Context: an optimization exercise on an open-source flow, tuned for small area, a short achievable clock period and few clock cycles per item. The choices shown serve that exercise and are no tape-out recipe. Where RTL was checked, it was by simulation tests only, not by an equivalence proof against the original. Power and IR drop assume default switching activity.

==> inputs of indigo <==
Design FPU, start of the top module:
module FPU(
input [31:0] Data1,
input [31:0] Data2,
input Clock,
input Reset,
input In_Data_Valid,
input Op,
output reg [31:0] Data_Out,
output reg Out_Data_Valid
);
reg [31:0] a0, b0;
reg [11:0] one0, two0, neg0;
reg b23_0, ha0;
reg op0;
wire [25:0] be = {1'b0, |Data2[30:23], Data2[22:0], 1'b0};
integer i;
reg [2:0] vp;
always @(posedge Clock) begin
	a0 <= Data1;
	b0 <= Data2;
	op0 <= Op;
	ha0 <= |Data1[30:23];
	b23_0 <= Op & (|Data2[30:23]);
	for (i = 0; i < 12; i = i + 1) begin
		one0[i] <= Op & (be[2*i+1] ^ be[2*i]);
		two0[i] <= Op & ((be[2*i+2] & ~be[2*i+1] & ~be[2*i]) | (~be[2*i+2] & be[2*i+1] & be[2*i]));
		neg0[i] <= Op & be[2*i+2];
	end
end
always @(posedge Clock)
if (Reset) begin
	vp <= 3'd0;
	Out_Data_Valid <= 1'b0;
end else begin
	vp <= {vp[1:0], In_Data_Valid};
	Out_Data_Valid <= vp[2];
end
wire s1 = a0[31];
wire s2 = b0[31];
wire [7:0] e1 = a0[30:23];
wire [7:0] e2 = b0[30:23];
wire [23:0] MA = {ha0, a0[22:0]};
wire [23:0] MB = {|e2, b0[22:0]};
wire addm = ~op0;
wire swap = b0[30:0] > a0[30:0];
wire ge = e1 >= e2;
  ...
clock: 15.0 ns
lec_check: 0
cap_margin: 20
core_margin: 2
core_utilization: 55
place_density: 0.65
slew_margin: 20
synth_hierarchical: 1
synth_minimum_keep_size: 0
standard.sh (not shown) runs the stock make flow with config.mk's settings and CLKGATE_MAP_FILE= SYNTH_SCRIPT=/design/flow/synth_recipe.tcl, a recipe that flattens the netlist after the stock synthesis.
==> flow/flow/run.sh <==
#!/bin/bash
set -euo pipefail
bash standard.sh SETUP_SLACK_MARGIN=11.2 finish > standard.log 2>&1
==> garnet (differences from indigo) <==
--- a/flow/design.v
+++ b/flow/design.v
@@ -1,10 +1,11 @@
-module mul24(input [23:0] a, input [11:0] one, input [11:0] two, input [11:0] neg, input b23, input en, input [25:0] x0, input [25:0] x1, output [47:0] r0, output [47:0] r1);
+module mul24(input [23:0] a, input [23:0] a2, input [11:0] one, input [11:0] two, input [11:0] neg, input b23, input en, input [25:0] x0, input [25:0] x1, output [47:0] r0, output [47:0] r1);
 wire [299:0] pv;
 wire [25:0] ax = {1'b0, a, 1'b0};
+wire [25:0] ax2 = {1'b0, a2, 1'b0};
 wire [23:0] pl = a & {24{b23}};
 wire [11:0] nn = ~neg & {12{en}};
 wire t1, t2;
 wire t3, t4;
 wire t5, t6;
 wire t7, t8;
 wire t9, t10;
@@ -296,15 +297,20 @@
 wire t581, t582;
 wire t583, t584;
 wire t585, t586;
 wire t587, t588;
 wire t589, t590;
 wire t591, t592;
 genvar gi, gj;
-generate for (gi = 0; gi < 12; gi = gi + 1) begin : g_pp
+generate for (gi = 0; gi < 6; gi = gi + 1) begin : g_pp
+  for (gj = 0; gj < 25; gj = gj + 1) begin : g_j
+    bpp u(one[gi], two[gi], neg[gi], ax2[gj+1], ax2[gj], pv[gi*25+gj]);
+  end
+end endgenerate
+generate for (gi = 6; gi < 12; gi = gi + 1) begin : g_pq
   for (gj = 0; gj < 25; gj = gj + 1) begin : g_j
     bpp u(one[gi], two[gi], neg[gi], ax[gj+1], ax[gj], pv[gi*25+gj]);
   end
 end endgenerate
 ha2 ut1(pv[16], pv[39], t1, t2);
 ha2 ut3(pv[17], pv[40], t3, t4);
 fa3 ut5(pv[18], pv[41], pv[64], t5, t6);
@@ -621,26 +627,32 @@
 input Clock,
 input Reset,
 input In_Data_Valid,
 input Op,
 output reg [31:0] Data_Out,
 output reg Out_Data_Valid
 );
-reg [31:0] a0, b0;
+reg [31:0] a0;
+reg [31:23] b0;
+reg [23:0] ab0;
+reg mz2_0, andz0;
 reg [11:0] one0, two0, neg0;
 reg b23_0, ha0;
 reg op0;
 wire [25:0] be = {1'b0, |Data2[30:23], Data2[22:0], 1'b0};
 integer i;
 reg [2:0] vp;
 always @(posedge Clock) begin
 	a0 <= Data1;
-	b0 <= Data2;
+	b0 <= Data2[31:23];
 	op0 <= Op;
 	ha0 <= |Data1[30:23];
+	ab0 <= Op ? {|Data1[30:23], Data1[22:0]} : {|Data2[30:23], Data2[22:0]};
+	mz2_0 <= ~|Data2[22:0];
+	andz0 <= ~|(Data1[30:0] & Data2[30:0]);
 	b23_0 <= Op & (|Data2[30:23]);
 	for (i = 0; i < 12; i = i + 1) begin
 		one0[i] <= Op & (be[2*i+1] ^ be[2*i]);
 		two0[i] <= Op & ((be[2*i+2] & ~be[2*i+1] & ~be[2*i]) | (~be[2*i+2] & be[2*i+1] & be[2*i]));
 		neg0[i] <= Op & be[2*i+2];
 	end
 end
@@ -653,94 +665,84 @@
 	Out_Data_Valid <= vp[2];
 end
 wire s1 = a0[31];
 wire s2 = b0[31];
 wire [7:0] e1 = a0[30:23];
 wire [7:0] e2 = b0[30:23];
 wire [23:0] MA = {ha0, a0[22:0]};
-wire [23:0] MB = {|e2, b0[22:0]};
+wire [23:0] MB = ab0;    
 wire addm = ~op0;
-wire swap = b0[30:0] > a0[30:0];
+wire swap = {e2, ab0[22:0]} > a0[30:0];
 wire ge = e1 >= e2;
 wire [7:0] d = ge ? (e1 - e2) : (e2 - e1);
 wire [7:0] eL = ge ? e1 : e2;
 wire [23:0] ML = swap ? MB : {|e1, a0[22:0]};
 wire [23:0] MS = swap ? {|e1, a0[22:0]} : MB;
 wire sub = addm & (s1 ^ s2);
 wire [23:0] MSs = (op0 || d > 8'd23) ? 24'd0 : (MS >> d[4:0]);
 wire [47:0] A0 = {1'b0, ML & {24{addm}}, sub, 22'd0};
 wire [47:0] A1 = {sub, MSs ^ {24{sub}}, sub, 22'd0};
 wire [47:0] r0, r1;
-mul24 mul(.a(MA), .one(one0), .two(two0), .neg(neg0), .b23(b23_0), .en(op0),
+mul24 mul(.a(MA), .a2(ab0), .one(one0), .two(two0), .neg(neg0), .b23(b23_0), .en(op0),
 	.x0(A0[47:22]), .x1(A1[47:22]), .r0(r0), .r1(r1));
 wire [9:0] expm = {2'b00, e1} + {2'b00, e2} - 10'd127;
 wire [9:0] base = op0 ? expm : {2'b00, eL};
 wire [9:0] thr = base - 10'd254;
 wire ff1 = &e1;
 wire ff2 = &e2;
 wire mz1 = ~|a0[22:0];
-wire mz2 = ~|b0[22:0];
+wire mz2 = mz2_0;
 wire z1 = ~|a0[30:0];
-wire z2 = ~|b0[30:0];
+wire z2 = ~|e2 & mz2_0;
 wire nan = (ff1 & ~mz1) | (ff2 & ~mz2);
 wire inf1 = ff1 & mz1;
 wire inf2 = ff2 & mz2;
 wire efa = nan | (inf1 & inf2 & (s1 ^ s2));
 wire efm = nan | (z1 & inf2) | (z2 & inf1);
 wire [9:0] bp = base + 10'd1;
 reg [47:0] row0, row1;
 reg [7:0] bp1;
-reg [4:0] mpos1;
 reg men1, negx1;
-reg [4:0] thr1;
 reg thrv1, thrge1;
-reg op1, sg1, ef1, nzand1, andz1, e254_1;
+reg op1, sg1, ef1, nzand1, andz1;
 always @(posedge Clock) begin
 	row0 <= r0;
 	row1 <= r1;
 	bp1 <= bp[7:0];
-	mpos1 <= bp[4:0];
 	men1 <= ~bp[9] & (bp <= 10'd24);
 	negx1 <= bp[9];
-	thr1 <= thr[4:0];
 	thrv1 <= ~thr[9] & (thr <= 10'd24);
 	thrge1 <= ~thr[9] & (thr >= 10'd25);
 	op1 <= op0;
 	sg1 <= op0 ? (s1 ^ s2) : (swap ? s2 : s1);
 	ef1 <= op0 ? efm : efa;
 	nzand1 <= ~z1 & ~z2;
-	andz1 <= ~|(a0[30:0] & b0[30:0]);
-	e254_1 <= (eL == 8'd254);
+	andz1 <= andz0;
 end
 wire [47:0] X = row0 + row1;
 reg [47:0] X2;
 reg [7:0] bp2;
-reg [4:0] mpos2;
 reg men2, negx2;
-reg [4:0] thr2;
 reg thrv2, thrge2;
-reg op2, sg2, ef2, nzand2, andz2, e254_2;
+reg op2, sg2, ef2, nzand2, andz2;
 always @(posedge Clock) begin
 	X2 <= X;
 	bp2 <= bp1;
-	mpos2 <= mpos1;
 	men2 <= men1;
 	negx2 <= negx1;
-	thr2 <= thr1;
 	thrv2 <= thrv1;
 	thrge2 <= thrge1;
 	op2 <= op1;
 	sg2 <= sg1;
 	ef2 <= ef1;
 	nzand2 <= nzand1;
 	andz2 <= andz1;
-	e254_2 <= e254_1;
 end
 wire negx = negx2;
-wire [24:0] mask = men2 ? (25'h1000000 >> mpos2) : 25'd0;
+wire [24:0] mask = men2 ? (25'h1000000 >> bp2[4:0]) : 25'd0;
 wire [31:0] lzin32 = {X2[47:23] | mask, 7'h7f};
 wire [31:0] lz_z0 = ~lzin32;
 wire [15:0] lz_z1;
 wire [15:0] lz_c1;
 assign lz_z1[0] = lz_z0[1] & lz_z0[0];
 assign lz_c1[0] = lz_z0[1];
 assign lz_z1[1] = lz_z0[3] & lz_z0[2];
@@ -816,17 +818,19 @@
 wire [46:0] q0 = X2[46:0];
 wire [46:0] q1 = cnt[4] ? {q0[30:0], 16'd0} : q0;
 wire [46:0] q2 = cnt[3] ? {q1[38:0], 8'd0} : q1;
 wire [46:0] q3 = cnt[2] ? {q2[42:0], 4'd0} : q2;
 wire [46:0] q4 = cnt[1] ? {q3[44:0], 2'd0} : q3;
 wire [46:0] shl = cnt[0] ? {q4[45:0], 1'd0} : q4;
 wire [7:0] et = bp2 - {3'd0, cnt};
-wire [24:0] therm = ~(25'h0ffffff >> thr2);
+wire [4:0] thr5 = bp2[4:0] + 5'd1;
+wire [24:0] therm = ~(25'h0ffffff >> thr5);
 wire OFm = thrge2 | (thrv2 & (|(X2[47:23] & therm)));
-wire OFa = zeroM ? e254_2 : (thrv2 & (((thr2 == 5'd0) & X2[47]) | ((thr2 == 5'd1) & ~X2[47] & X2[46])));
+wire bp255 = (bp2 == 8'd255);
+wire OFa = zeroM ? bp255 : ((bp255 & X2[47]) | ((bp2 == 8'd0) & ~X2[47] & X2[46]));
 wire OF = op2 ? OFm : OFa;
 wire zero25 = ~|lzin32[31:7];
 wire [22:0] mres = (OF || negx || zero25 || (op2 && andz2)) ? 23'd0 : shl[46:24];
 wire [7:0] eres = OF ? 8'hFF :
                   (op2 ? ((nzand2 && !negx) ? et : 8'd0)
                        : (zeroM ? 8'd0 : et));
 always @(posedge Clock)
==> flow/flow/run.sh (replaced) <==
#!/bin/bash
set -euo pipefail
bash standard.sh SETUP_SLACK_MARGIN=10.9 'BUFFER_PORTS_ARGS=-buffer_cell sky130_fd_sc_hd__buf_1' finish > standard.log 2>&1
==> flow/config.mk (replaced) <==
export PLATFORM = sky130hd
export DESIGN_NAME = FPU
export DESIGN_NICKNAME = FPU
export VERILOG_FILES = /design/flow/design.v
export SDC_FILE = /design/flow/constraint.sdc
export NUM_CORES = 8
export LEC_CHECK = 0
export CAP_MARGIN = 20
export CORE_MARGIN = 2
export CORE_UTILIZATION = 62
export CTS_CLUSTER_DIAMETER = 120
export CTS_CLUSTER_SIZE = 28
export PLACE_DENSITY = 0.75
export SLEW_MARGIN = 20
export SYNTH_HIERARCHICAL = 1
export SYNTH_MINIMUM_KEEP_SIZE = 0
export TNS_END_PERCENT = 5
==> nickel (differences from indigo) <==
--- a/flow/design.v
+++ b/flow/design.v
@@ -1,10 +1,11 @@
-module mul24(input [23:0] a, input [11:0] one, input [11:0] two, input [11:0] neg, input b23, input en, input [25:0] x0, input [25:0] x1, output [47:0] r0, output [47:0] r1);
+module mul24(input [23:0] a, input [23:0] a2, input [11:0] one, input [11:0] two, input [11:0] neg, input b23, input en, input [25:0] x0, input [25:0] x1, output [47:0] r0, output [47:0] r1);
 wire [299:0] pv;
 wire [25:0] ax = {1'b0, a, 1'b0};
+wire [25:0] ax2 = {1'b0, a2, 1'b0};
 wire [23:0] pl = a & {24{b23}};
 wire [11:0] nn = ~neg & {12{en}};
 wire t1, t2;
 wire t3, t4;
 wire t5, t6;
 wire t7, t8;
 wire t9, t10;
@@ -296,15 +297,20 @@
 wire t581, t582;
 wire t583, t584;
 wire t585, t586;
 wire t587, t588;
 wire t589, t590;
 wire t591, t592;
 genvar gi, gj;
-generate for (gi = 0; gi < 12; gi = gi + 1) begin : g_pp
+generate for (gi = 0; gi < 6; gi = gi + 1) begin : g_pp
+  for (gj = 0; gj < 25; gj = gj + 1) begin : g_j
+    bpp u(one[gi], two[gi], neg[gi], ax2[gj+1], ax2[gj], pv[gi*25+gj]);
+  end
+end endgenerate
+generate for (gi = 6; gi < 12; gi = gi + 1) begin : g_pq
   for (gj = 0; gj < 25; gj = gj + 1) begin : g_j
     bpp u(one[gi], two[gi], neg[gi], ax[gj+1], ax[gj], pv[gi*25+gj]);
   end
 end endgenerate
 ha2 ut1(pv[16], pv[39], t1, t2);
 ha2 ut3(pv[17], pv[40], t3, t4);
 fa3 ut5(pv[18], pv[41], pv[64], t5, t6);
@@ -621,26 +627,32 @@
 input Clock,
 input Reset,
 input In_Data_Valid,
 input Op,
 output reg [31:0] Data_Out,
 output reg Out_Data_Valid
 );
-reg [31:0] a0, b0;
+reg [31:0] a0;
+reg [31:23] b0;
+reg [23:0] ab0;
+reg mz2_0, andz0;
 reg [11:0] one0, two0, neg0;
 reg b23_0, ha0;
 reg op0;
 wire [25:0] be = {1'b0, |Data2[30:23], Data2[22:0], 1'b0};
 integer i;
 reg [2:0] vp;
 always @(posedge Clock) begin
 	a0 <= Data1;
-	b0 <= Data2;
+	b0 <= Data2[31:23];
 	op0 <= Op;
 	ha0 <= |Data1[30:23];
+	ab0 <= Op ? {|Data1[30:23], Data1[22:0]} : {|Data2[30:23], Data2[22:0]};
+	mz2_0 <= ~|Data2[22:0];
+	andz0 <= ~|(Data1[30:0] & Data2[30:0]);
 	b23_0 <= Op & (|Data2[30:23]);
 	for (i = 0; i < 12; i = i + 1) begin
 		one0[i] <= Op & (be[2*i+1] ^ be[2*i]);
 		two0[i] <= Op & ((be[2*i+2] & ~be[2*i+1] & ~be[2*i]) | (~be[2*i+2] & be[2*i+1] & be[2*i]));
 		neg0[i] <= Op & be[2*i+2];
 	end
 end
@@ -653,94 +665,84 @@
 	Out_Data_Valid <= vp[2];
 end
 wire s1 = a0[31];
 wire s2 = b0[31];
 wire [7:0] e1 = a0[30:23];
 wire [7:0] e2 = b0[30:23];
 wire [23:0] MA = {ha0, a0[22:0]};
-wire [23:0] MB = {|e2, b0[22:0]};
+wire [23:0] MB = ab0;    
 wire addm = ~op0;
-wire swap = b0[30:0] > a0[30:0];
+wire swap = {e2, ab0[22:0]} > a0[30:0];
 wire ge = e1 >= e2;
 wire [7:0] d = ge ? (e1 - e2) : (e2 - e1);
 wire [7:0] eL = ge ? e1 : e2;
 wire [23:0] ML = swap ? MB : {|e1, a0[22:0]};
 wire [23:0] MS = swap ? {|e1, a0[22:0]} : MB;
 wire sub = addm & (s1 ^ s2);
 wire [23:0] MSs = (op0 || d > 8'd23) ? 24'd0 : (MS >> d[4:0]);
 wire [47:0] A0 = {1'b0, ML & {24{addm}}, sub, 22'd0};
 wire [47:0] A1 = {sub, MSs ^ {24{sub}}, sub, 22'd0};
 wire [47:0] r0, r1;
-mul24 mul(.a(MA), .one(one0), .two(two0), .neg(neg0), .b23(b23_0), .en(op0),
+mul24 mul(.a(MA), .a2(ab0), .one(one0), .two(two0), .neg(neg0), .b23(b23_0), .en(op0),
 	.x0(A0[47:22]), .x1(A1[47:22]), .r0(r0), .r1(r1));
 wire [9:0] expm = {2'b00, e1} + {2'b00, e2} - 10'd127;
 wire [9:0] base = op0 ? expm : {2'b00, eL};
 wire [9:0] thr = base - 10'd254;
 wire ff1 = &e1;
 wire ff2 = &e2;
 wire mz1 = ~|a0[22:0];
-wire mz2 = ~|b0[22:0];
+wire mz2 = mz2_0;
 wire z1 = ~|a0[30:0];
-wire z2 = ~|b0[30:0];
+wire z2 = ~|e2 & mz2_0;
 wire nan = (ff1 & ~mz1) | (ff2 & ~mz2);
 wire inf1 = ff1 & mz1;
 wire inf2 = ff2 & mz2;
 wire efa = nan | (inf1 & inf2 & (s1 ^ s2));
 wire efm = nan | (z1 & inf2) | (z2 & inf1);
 wire [9:0] bp = base + 10'd1;
 reg [47:0] row0, row1;
 reg [7:0] bp1;
-reg [4:0] mpos1;
 reg men1, negx1;
-reg [4:0] thr1;
 reg thrv1, thrge1;
-reg op1, sg1, ef1, nzand1, andz1, e254_1;
+reg op1, sg1, ef1, nzand1, andz1;
 always @(posedge Clock) begin
 	row0 <= r0;
 	row1 <= r1;
 	bp1 <= bp[7:0];
-	mpos1 <= bp[4:0];
 	men1 <= ~bp[9] & (bp <= 10'd24);
 	negx1 <= bp[9];
-	thr1 <= thr[4:0];
 	thrv1 <= ~thr[9] & (thr <= 10'd24);
 	thrge1 <= ~thr[9] & (thr >= 10'd25);
 	op1 <= op0;
 	sg1 <= op0 ? (s1 ^ s2) : (swap ? s2 : s1);
 	ef1 <= op0 ? efm : efa;
 	nzand1 <= ~z1 & ~z2;
-	andz1 <= ~|(a0[30:0] & b0[30:0]);
-	e254_1 <= (eL == 8'd254);
+	andz1 <= andz0;
 end
 wire [47:0] X = row0 + row1;
 reg [47:0] X2;
 reg [7:0] bp2;
-reg [4:0] mpos2;
 reg men2, negx2;
-reg [4:0] thr2;
 reg thrv2, thrge2;
-reg op2, sg2, ef2, nzand2, andz2, e254_2;
+reg op2, sg2, ef2, nzand2, andz2;
 always @(posedge Clock) begin
 	X2 <= X;
 	bp2 <= bp1;
-	mpos2 <= mpos1;
 	men2 <= men1;
 	negx2 <= negx1;
-	thr2 <= thr1;
 	thrv2 <= thrv1;
 	thrge2 <= thrge1;
 	op2 <= op1;
 	sg2 <= sg1;
 	ef2 <= ef1;
 	nzand2 <= nzand1;
 	andz2 <= andz1;
-	e254_2 <= e254_1;
 end
 wire negx = negx2;
-wire [24:0] mask = men2 ? (25'h1000000 >> mpos2) : 25'd0;
+wire [24:0] mask = men2 ? (25'h1000000 >> bp2[4:0]) : 25'd0;
 wire [31:0] lzin32 = {X2[47:23] | mask, 7'h7f};
 wire [31:0] lz_z0 = ~lzin32;
 wire [15:0] lz_z1;
 wire [15:0] lz_c1;
 assign lz_z1[0] = lz_z0[1] & lz_z0[0];
 assign lz_c1[0] = lz_z0[1];
 assign lz_z1[1] = lz_z0[3] & lz_z0[2];
@@ -816,17 +818,19 @@
 wire [46:0] q0 = X2[46:0];
 wire [46:0] q1 = cnt[4] ? {q0[30:0], 16'd0} : q0;
 wire [46:0] q2 = cnt[3] ? {q1[38:0], 8'd0} : q1;
 wire [46:0] q3 = cnt[2] ? {q2[42:0], 4'd0} : q2;
 wire [46:0] q4 = cnt[1] ? {q3[44:0], 2'd0} : q3;
 wire [46:0] shl = cnt[0] ? {q4[45:0], 1'd0} : q4;
 wire [7:0] et = bp2 - {3'd0, cnt};
-wire [24:0] therm = ~(25'h0ffffff >> thr2);
+wire [4:0] thr5 = bp2[4:0] + 5'd1;
+wire [24:0] therm = ~(25'h0ffffff >> thr5);
 wire OFm = thrge2 | (thrv2 & (|(X2[47:23] & therm)));
-wire OFa = zeroM ? e254_2 : (thrv2 & (((thr2 == 5'd0) & X2[47]) | ((thr2 == 5'd1) & ~X2[47] & X2[46])));
+wire bp255 = (bp2 == 8'd255);
+wire OFa = zeroM ? bp255 : ((bp255 & X2[47]) | ((bp2 == 8'd0) & ~X2[47] & X2[46]));
 wire OF = op2 ? OFm : OFa;
 wire zero25 = ~|lzin32[31:7];
 wire [22:0] mres = (OF || negx || zero25 || (op2 && andz2)) ? 23'd0 : shl[46:24];
 wire [7:0] eres = OF ? 8'hFF :
                   (op2 ? ((nzand2 && !negx) ? et : 8'd0)
                        : (zeroM ? 8'd0 : et));
 always @(posedge Clock)
==> flow/flow/run.sh (replaced) <==
#!/bin/bash
set -euo pipefail
bash standard.sh SETUP_SLACK_MARGIN=10.9 REMOVE_ABC_BUFFERS=1 'BUFFER_PORTS_ARGS=-buffer_cell sky130_fd_sc_hd__buf_1' finish > standard.log 2>&1
--- a/flow/config.mk
+++ b/flow/config.mk
@@ -4,11 +4,14 @@
 export VERILOG_FILES = /design/flow/design.v
 export SDC_FILE = /design/flow/constraint.sdc
 export NUM_CORES = 8
 export LEC_CHECK = 0
 export CAP_MARGIN = 20
 export CORE_MARGIN = 2
 export CORE_UTILIZATION = 55
+export CTS_CLUSTER_DIAMETER = 120
+export CTS_CLUSTER_SIZE = 28
 export PLACE_DENSITY = 0.65
 export SLEW_MARGIN = 20
 export SYNTH_HIERARCHICAL = 1
 export SYNTH_MINIMUM_KEEP_SIZE = 0
+export TNS_END_PERCENT = 5
==> qor summary <==
metric                                                                      garnet                 nickel                  indigo
Worst stage delay on the critical path                                      520 ps                 650 ps                  570 ps
Result of the run                                                   finished clean         finished clean          finished clean
Rel. slew slack                                                             28.70%                 23.56%                  24.43%
Average footprint of a synthesized cell                                  10.30 um2              10.30 um2               10.42 um2
Most frequent CP cell                                       sky130_fd_sc_hd__buf_6  sky130_fd_sc_hd__fa_1  sky130_fd_sc_hd__buf_4
Power density of the placed cells                                     190.0 nW/um2           192.3 nW/um2            184.1 nW/um2
Total number of clock tree sinks                                               319                    319                     328
Final hold slack                                                          321.0 ps               330.9 ps                323.3 ps
Clock-cell share                                                            1.602%                 1.557%                  3.511%
CP Launch Point                                                             b0[23]                two0[9]                  a0[12]
Pre-CTS setup slack                                                        9613 ps                9665 ps                 9997 ps
Seq pwr                                                                  0.00139 W              0.00138 W               0.00147 W
Share of Yosys cell area claimed by the top area cell type                  20.92%                 20.92%                  21.66%
Well Taps                                                                      664                    748                     704
Via count of the first global-routing pass                                  25,220                 25,480                  26,750
Final WL                                                                100,700 um             104,400 um              116,800 um
Share of the yosys chip area belonging to registers                         20.92%                 20.92%                  21.66%
Detailed router's first-iteration violation count                            2,933                  2,312                   3,008
Testbench counts of garnet, summed over its fixed seeds: cycles 14,231, items 8,000.
Testbench counts of nickel, summed over its fixed seeds: cycles 14,231, items 8,000.
For indigo, only the layout was checked, not whether the RTL still works.

[separate check: timing with driven ports]
In the flow no input, the clock included, has a driving cell. The finished layouts below were timed again as built, in two steps.
Step 1 sets driving cells, clkbuf_16 on the clock port and buf_2 on the other inputs (assumed; they add their load-dependent delay and slew).
Step 2 also shifts input and output timing later by t, the mid clock arrival at the registers, as if the neighbouring blocks saw the same clock.
Three values: ideal, step 1, step 2; two values: the first two.
| run | shift t [ns] | setup WS [ns] | worst hold slack (ns) | slew at the worst register clock pin (ns) | worst slew at a driven data input, ns |
|---|---|---|---|---|---|
| indigo | 0.653 | 10.899 / 10.899 / 10.657 | 0.323 / 0.323 / 0.323 | 0.07 / 0.07 | 0.09 |
| garnet | 0.608 | 10.768 / 10.768 / 10.585 | 0.321 / 0.321 / 0.321 | 0.11 / 0.11 | 0.11 |
| nickel | 0.620 | 10.799 / 10.799 / 10.475 | 0.331 / 0.331 / 0.331 | 0.11 / 0.11 | 0.06 |
After both steps every run listed still meets setup and hold. For nickel, which loses most, drivers alone change the setup slack by 0.000 ns; drivers and shift together by -0.324 ns.
